What follows belongs to an exercise in optimizing a design on an open flow for small area and a short achievable clock period; a production flow would make more cautious choices.
No functional check of the RTL was part of any run shown here.
Power figures rest on the tool's default switching activity, not on a simulated workload.

## flow/design.v (module list and top-level ports; edited modules follow where they fit)
// module FA: 6 lines
// module HA: 6 lines
// module HSEL: 6 lines
// module Two_neuron: 1154 lines
module Two_neuron (clk,reset,enable,wgt1,wgt2,inp,out_vector);
  // ...
==> flow/flow/run.sh <==
#!/bin/bash
# The standard layout (the standard.sh, unchanged synthesis), with every input and
# output port buffered by a sky130_fd_sc_hd__buf_2 instead of the resizer's default pick.
set -e
export BUFFER_PORTS_ARGS="-buffer_cell sky130_fd_sc_hd__buf_2"
bash standard.sh > standard.log 2>&1
==> flow/standard.sh <==
#!/bin/bash
# synth_recipe.tcl (not shown) runs the flow's synth.tcl, then flattens the netlist and writes it again
# the make line also repeats each setting of config.mk as NAME=value (left out here)
make -C /OpenROAD-flow-scripts/flow DESIGN_CONFIG=/design/flow/config.mk WORK_HOME=/design/flow/orfs CLKGATE_MAP_FILE= SYNTH_SCRIPT=/design/flow/synth_recipe.tcl "${@:-finish}"
==> flow/config.mk <==
export PLATFORM = sky130hd
export DESIGN_NAME = Two_neuron
export DESIGN_NICKNAME = Two_neuron
export VERILOG_FILES = /design/flow/design.v
export SDC_FILE = /design/flow/constraint.sdc
export NUM_CORES = 4
export LEC_CHECK = 0
export CAP_MARGIN = 20
export CORE_MARGIN = 2
export CORE_UTILIZATION = 40
export SLEW_MARGIN = 20
export SYNTH_HIERARCHICAL = 1
export SYNTH_MINIMUM_KEEP_SIZE = 0
==> flow/constraint.sdc <==
create_clock -name core_clock -period 25.0 [get_ports {clk}]
set_input_delay 5.0000 -clock core_clock [delete_from_list [all_inputs] [get_ports {clk}]]
set_output_delay 5.0000 -clock core_clock [all_outputs]
set_load 0.01 [all_outputs]
==> summary.json, run 1 <==
{
  "setup_viol": 0,
  "rsz_0062_raised_after_global_routing": "no",
  "top_power_group": "combinational logic",
  "worst_skew_pair.late_latency_ns": 0.58,
  "gp_congestion": 0.9603,
  "switching_power_summed_over_all_nets_w": 0.002358,
  "place_hpwl_um": 84490,
  "result_of_the_run": "timing/DRC/antenna clean",
  "power.combinational.total_w": 0.00367,
  "setup.worst_path.end": "o7[0]",
  "pre_cts_ws_ns": 15.81,
  "cts-buffers-inserted": 38,
  "clock_sinks": 283,
  "ys_seq_area_frac": 0.1628,
  "drt_drc_violations_left": 0,
  "drt-vias-per-instance": 5.308,
  "synthAdderAreaFrac": 0.4552,
  "layout_commonest_cell": "sky130_fd_sc_hd__fa_1",
  "detailedRoute.firstIterationViolations": 1449,
  "root_buffer": "sky130_fd_sc_hd__clkbuf_16",
  "maxSlewHeadroom": 0.4141,
  "cts_repair_resize_count": 0,
  "yosys_warnings": 7,
  "antenna_cells": 3,
  "period_needed_ns": 8.700,
  "number_of_enable_flip_flop_cells_after_synthesis": 0,
  "hold_path.startpoint": "cnt[1]",
  "timing.hold.ws_ns": 0.4527,
  "fin_area_sq_mm": 0.03810,
  "finalNonFillerCells": 4742,
  "synth-main-ff-cell": "sky130_fd_sc_hd__dfxtp_1"
}
==> run 2: changes to the inputs <==
--- a/flow/config.mk
+++ b/flow/config.mk
@@ -10,2 +10,3 @@
 export CORE_UTILIZATION = 40
+export GPL_TIMING_DRIVEN = 0
 export SLEW_MARGIN = 20
==> summary.json, run 2 <==
{
  "result_of_the_run": {"value": "timing/DRC/antenna clean", "change": "unchanged"},
  "first_pass_iters": {"value": 5, "change": "unchanged"},
  "setup_viol": {"value": 0, "change": "unchanged"},
  "total_power_divided_by_cell_area": {"value": 125.7, "unit": "mW/mm^2", "change": "was 129.7 mW/mm^2"},
  "worst_skew_pair.late_latency": {"value": 0.55, "unit": "ns", "change": "was 0.58 ns"},
  "grt.total_usage": {"value": 0.2314, "change": "was 0.2292"},
  "hold_path_class": {"value": "register to register", "change": "unchanged"},
  "gp_congestion": {"value": 0.9707, "change": "was 0.9603"},
  "synth.ff_latch_count": {"value": 283, "change": "unchanged"},
  "routed_wl": {"value": 102200, "unit": "um", "change": "was 101400 um"},
  "ys_top_cells_by_count": {"value": "sky130_fd_sc_hd__fa_1 (680), sky130_fd_sc_hd__nand2_1 (481), sky130_fd_sc_hd__and2_1 (317)", "change": "unchanged"},
  "tritoncts": {"value": "yes", "change": "unchanged"},
  "root_buffer": {"value": "sky130_fd_sc_hd__clkbuf_16", "change": "unchanged"},
  "critPathMaxFanout": {"value": 8, "change": "was 10"},
  "met1Wirelength": {"value": 40610, "unit": "um", "change": "was 41300 um"},
  "layout_common_cells": {"value": "sky130_fd_sc_hd__fa_1 (680), sky130_fd_sc_hd__nand2_1 (481), sky130_fd_sc_hd__and2_1 (317)", "change": "unchanged"},
  "critPathRequiredTime": {"value": 25.42, "unit": "ns", "change": "was 25.43 ns"},
  "layout_commonest_cell": {"value": "sky130_fd_sc_hd__fa_1", "change": "unchanged"},
  "gate_count_of_the_mapped_netlist": {"value": 3442, "change": "unchanged"},
  "ys_seq_area_frac": {"value": 0.1628, "change": "unchanged"},
  "highest_achievable_clock_rate": {"value": 111.4, "unit": "MHz", "change": "was 114.9 MHz"},
  "leakage": {"value": 15.80, "unit": "nW", "change": "was 15.87 nW"},
  "regToRegSetupSlack": {"value": 16.11, "unit": "ns", "change": "was 16.30 ns"},
  "vias_in_the_first_global_route": {"value": 27480, "change": "was 26.75k"},
  "power.ir.vdd_worst": {"value": 0.1094, "unit": "mV", "change": "was 0.1499 mV"},
  "asyncSetResetFlopFracSynth": {"value": 0, "change": "unchanged"},
  "drt-vias-per-instance": {"value": 5.312, "change": "was 5.308"},
  "r2r-end": {"value": "o7[1]", "change": "was o7[0]"},
  "final_core_util": {"value": 0.4433, "change": "was 0.4405"},
  "synthesis.area": {"value": 0.03480, "unit": "sq mm", "change": "unchanged"},
  "nNetsFinal": {"value": 4708, "change": "was 4609"},
  "worstSetupPathType": {"value": "input pin to register", "change": "was register to register"},
  "post-synth-top-area-cell": {"value": "sky130_fd_sc_hd__fa_1", "change": "unchanged"},
  "power.share.clock": {"value": 0.106, "change": "was 0.120"},
  "yosysMostFrequentCell": {"value": "sky130_fd_sc_hd__fa_1", "change": "unchanged"},
  "vias": {"value": 25700, "change": "was 25.17k"},
  "hold-path-endpoint": {"value": "cnt[3]", "change": "unchanged"},
  "antenna_violating_nets_post_route": {"value": 0, "change": "unchanged"},
  "row_count": {"value": 108, "change": "unchanged"},
  "detailroute.wirelength.met2": {"value": 51290, "unit": "um", "change": "was 50460 um"},
  "synth-main-ff-cell": {"value": "sky130_fd_sc_hd__dfxtp_1", "change": "unchanged"},
  "final_worst_clock_skew": {"value": 0.01466, "unit": "ns", "change": "was 0.03305 ns"},
  "port_buffers": {"value": 134, "change": "was 234"},
  "routed_wl_per_cell": {"value": 21.12, "unit": "um", "change": "was 21.39 um"},
  "grt_max_degree": {"value": 41, "change": "was 46"},
  "cpMaxStageDelayCell": {"value": "sky130_fd_sc_hd__fa_1", "change": "was sky130_fd_sc_hd__or4_4"},
  "switching_power_summed_over_all_nets": {"value": 0.002284, "unit": "W", "change": "was 0.002358 W"},
  "power.switching_fraction": {"value": 0.4738, "change": "was 0.4771"},
  "timing.critical_path.to_type": {"value": "register", "change": "unchanged"},
  "floorplan.io_pins": {"value": 259, "change": "unchanged"},
  "timing_hold_violations_final": {"value": 0, "change": "unchanged"},
  "cp_slowest_stage_delay": {"value": 0.54, "unit": "ns", "change": "was 0.61 ns"},
  "cp_dominant_cell_by_count": {"value": "sky130_fd_sc_hd__fa_1", "change": "unchanged"},
  "ctsHtreeMaxLevel": {"value": 2, "change": "unchanged"},
  "hold_path.startpoint": {"value": "cnt[1]", "change": "unchanged"},
  "postCtsSetupRepairBufs": {"value": 0, "change": "unchanged"},
  "drive_gt1_frac": {"value": 0.07661, "change": "was 0.09738"},
  "cts_repair_resize_count": {"value": 0, "change": "unchanged"},
  "die_w": {"value": 299.0, "unit": "um", "change": "unchanged"},
  "setup-tns-final": {"value": 0, "unit": "ns", "change": "unchanged"},
  "clkTransAtPathRegs": {"value": 0.05, "unit": "ns", "change": "was 0.06 ns"},
  "top_register": {"value": "pw", "change": "unchanged"},
  "drv_cap": {"value": 0, "change": "unchanged"},
  "place_hpwl": {"value": 86110, "unit": "um", "change": "was 84490 um"},
  "routed.top_layer": {"value": "met5", "change": "unchanged"},
  "floorplan.initialDensity": {"value": 0.4024, "change": "unchanged"},
  "gr_overflow_total": {"value": 0, "change": "unchanged"},
  "cts-buffers-inserted": {"value": 36, "change": "was 38"},
  "detailroute.wirelength.met3": {"value": 6892, "unit": "um", "change": "was 6145 um"},
  "design.die.area": {"value": 0.08937, "unit": "sq mm", "change": "unchanged"},
  "coreArea": {"value": 0.08648, "unit": "sq mm", "change": "unchanged"},
  "yosysUniqueCellTypes": {"value": 90, "change": "unchanged"},
  "post-route-period-util": {"value": 0.3590, "change": "was 0.3480"},
  "clock_sinks": {"value": 283, "change": "unchanged"},
  "reg2reg_depth": {"value": 26, "change": "unchanged"},
  "period_needed": {"value": 8.976, "unit": "ns", "change": "was 8.700 ns"},
  "total_internal_power": {"value": 0.002537, "unit": "W", "change": "was 0.002585 W"},
  "comb_power_share": {"value": 0.754, "change": "was 0.743"},
  "max_slew.worst_pin.slew": {"value": 1.014, "unit": "ns", "change": "was 0.8771 ns"},
  "chipHeight": {"value": 299.0, "unit": "um", "change": "unchanged"},
  "yosys_warnings": {"value": 7, "change": "unchanged"},
  "slew_viol_final": {"value": 0, "change": "unchanged"},
  "yosys.area.top_type_share": {"value": 0.3912, "change": "unchanged"},
  "maxSlewHeadroom": {"value": 0.3242, "change": "was 0.4141"},
  "hold-path-cell-count": {"value": 2, "change": "unchanged"},
  "r2r-start": {"value": "q11_0", "change": "unchanged"},
  "netlist_top_cells_area": {"value": "sky130_fd_sc_hd__fa_1 (39%), sky130_fd_sc_hd__dfxtp_1 (16%), sky130_fd_sc_hd__ha_1 (6.4%)", "change": "unchanged"},
  "cp_cell_sequence": "clkbuf_1 > nand2_1 > fa_1 > fa_1 > fa_1 > fa_1 > fa_1 > fa_1 > fa_1 > ha_1",
  "worst-endpoint-arrival": {"value": 9.40, "unit": "ns", "change": "was 9.13 ns"},
  "number_of_enable_flip_flop_cells_after_synthesis": {"value": 0, "change": "unchanged"},
  "clock_path_buffers": {"value": 3, "change": "unchanged"},
  "crit_path_start_kind": {"value": "input pin", "change": "was register"},
  "detailedRoute.firstIterationViolations": {"value": 1328, "change": "was 1449"},
  "fillerInstances": {"value": 8381, "change": "was 8393"},
  "rsz_0062_raised_after_global_routing": {"value": "no", "change": "unchanged"},
  "area_delta_synth_final": {"value": 10.18, "unit": "%", "change": "was 9.474%"},
  "largest_register_ff_count": {"value": 64, "change": "unchanged"},
  "global_route_wire_length_before_repair": {"value": 158900, "unit": "um", "change": "was 157500 um"},
  "cts_hold_buf": {"value": 0, "change": "unchanged"},
  "share_seq_of_total_power": {"value": 0.140, "change": "was 0.137"},
  "antenna_found_initial": {"value": 3, "change": "was 5"},
  "avgSynthCellArea": {"value": 10.11, "unit": "sq um", "change": "unchanged"},
  "drt_drc_violations_left": {"value": 0, "change": "unchanged"}
}
run 2: cell counts after synthesis:
No cell type changed its count.
run 2: modules after synthesis, one instance, submodules excluded:
| module | cells inside | cell area (sq um) | copies in the design |
|---|---|---|---|
| Two_neuron | 2653 | 20180 | 1 |
| HA | 1 | 12.51 | 21 |
| FA | 1 | 20.02 | 680 |
| HSEL | 11 | 92.59 | 8 |
run 2: critical path: cells and delay by family:
| kind | cells | cell delay [ns] |
|---|---|---|
| fa+ha+maj | 8 | 3.70 |
| buf+inv | 1 | 0.44 |
| simple gates | 1 | 0.23 |
run 2: final cells by class:
class,count,area [sq um],area share
clock buffer,53,1046,0.02728
multi-input combinational,2849,27870,0.7269
timing repair buffer,144,758.2,0.01978
buffer,209,952.2,0.02483
sequential,283,5667,0.1478
tap,1155,1445,0.03769
inverter,132,495.5,0.01292
antenna,2,5.005,0.0001305
clock inverter,11,103.9,0.002709
run 2: cell families (layout without fill, tap and decap cells):
group                      after synthesis  in the layout  synth area share
muxes                                   58             58           0.01719
AOI/OAI and AO/OA                      409            409           0.08737
other                                    1             34         0.0001078
buffers and inverters                  341            549           0.04156
DFF                                    283            283            0.1628
adders and majority gates              858            858            0.4552
xor gates and xnor gates               145            145           0.03714
and+or+nand+nor                       1347           1347            0.1986
run 2: how the worst max path moves through the flow:
stage,startpoint,to,slack (ns),cells past startpoint
after floorplan,wgt1[34],q13_2,16.08,10
after global placement,q11_0,o7[0],14.28,25
after detailed placement,inp[37],q9_2,15.45,10
after CTS,q11_0,o7[0],15.99,26
after global routing,q11_0,o7[1],15.43,26
final,inp[37],q9_2,16.02,10
run 2: power by group through the flow:
stage / Clock (W) / Combinational, W / Sequential (W)
2_1_floorplan: 0 / 0.00267 / 0.000674
3_3_place_gp: 0 / 0.00354 / 0.000684
5_1_grt: 0.000547 / 0.00412 / 0.000687
3_5_place_dp: 0 / 0.00364 / 0.000684
4_1_cts: 0.000530 / 0.00367 / 0.000675
6_report: 0.000513 / 0.00363 / 0.000675
run 2: per-layer routing:
metal,up-vias,GRT usage
met5,-,0
met3,199,0.04064
met1,12920,0.2849
li1,11740,-
met4,2,0.07452
met2,838,0.4102
run 2: per-stage QoR:
stage               hold slack (ns)  instance area (sq um)  total power, W  std cells  setup slack, ns
global route                 0.4929                  38340        0.005350       4836            15.43
CTS                          0.4483                  38340        0.004880       4836            15.99
global placement             0.4413                  37030        0.004219       4762            14.28
finish                       0.4504                  38340        0.004820       4838            16.02
detailed placement           0.4399                  37190        0.004329       4772            15.45
floorplan                    0.4257                  34910        0.003343       3473            16.08

[afterwards: timing with drivers on the ports]
The flow's constraints put no driver on any port. The routed layouts listed below were extracted and timed again, unchanged, in two steps.
Step 1 sets driving cells, clkbuf_16 on the clock port and buf_2 on the other inputs (assumed; they add their load-dependent delay and slew).
Step 2 also shifts input and output timing later by t, the mid clock arrival at the registers, as if the neighbouring blocks saw the same clock.
Three values: ideal ports, drivers, drivers and shift; two values: the first two.
run | shift t [ns] | setup WS [ns] | hold slack, ns | worst setup path at the end | worst data-port slew with drivers (ns)
run 1 | 0.627 | 16.300 / 16.300 / 15.734 | 0.453 / 0.453 / 0.453 | input to register | 0.15
run 2 | 0.599 | 16.024 / 16.054 / 15.455 | 0.450 / 0.450 / 0.450 | input to register | 0.14
After both steps setup and hold are still met in every run listed. The setup slack of run 2, which loses most, moves by +0.030 ns with the drivers and by -0.569 ns with both steps.
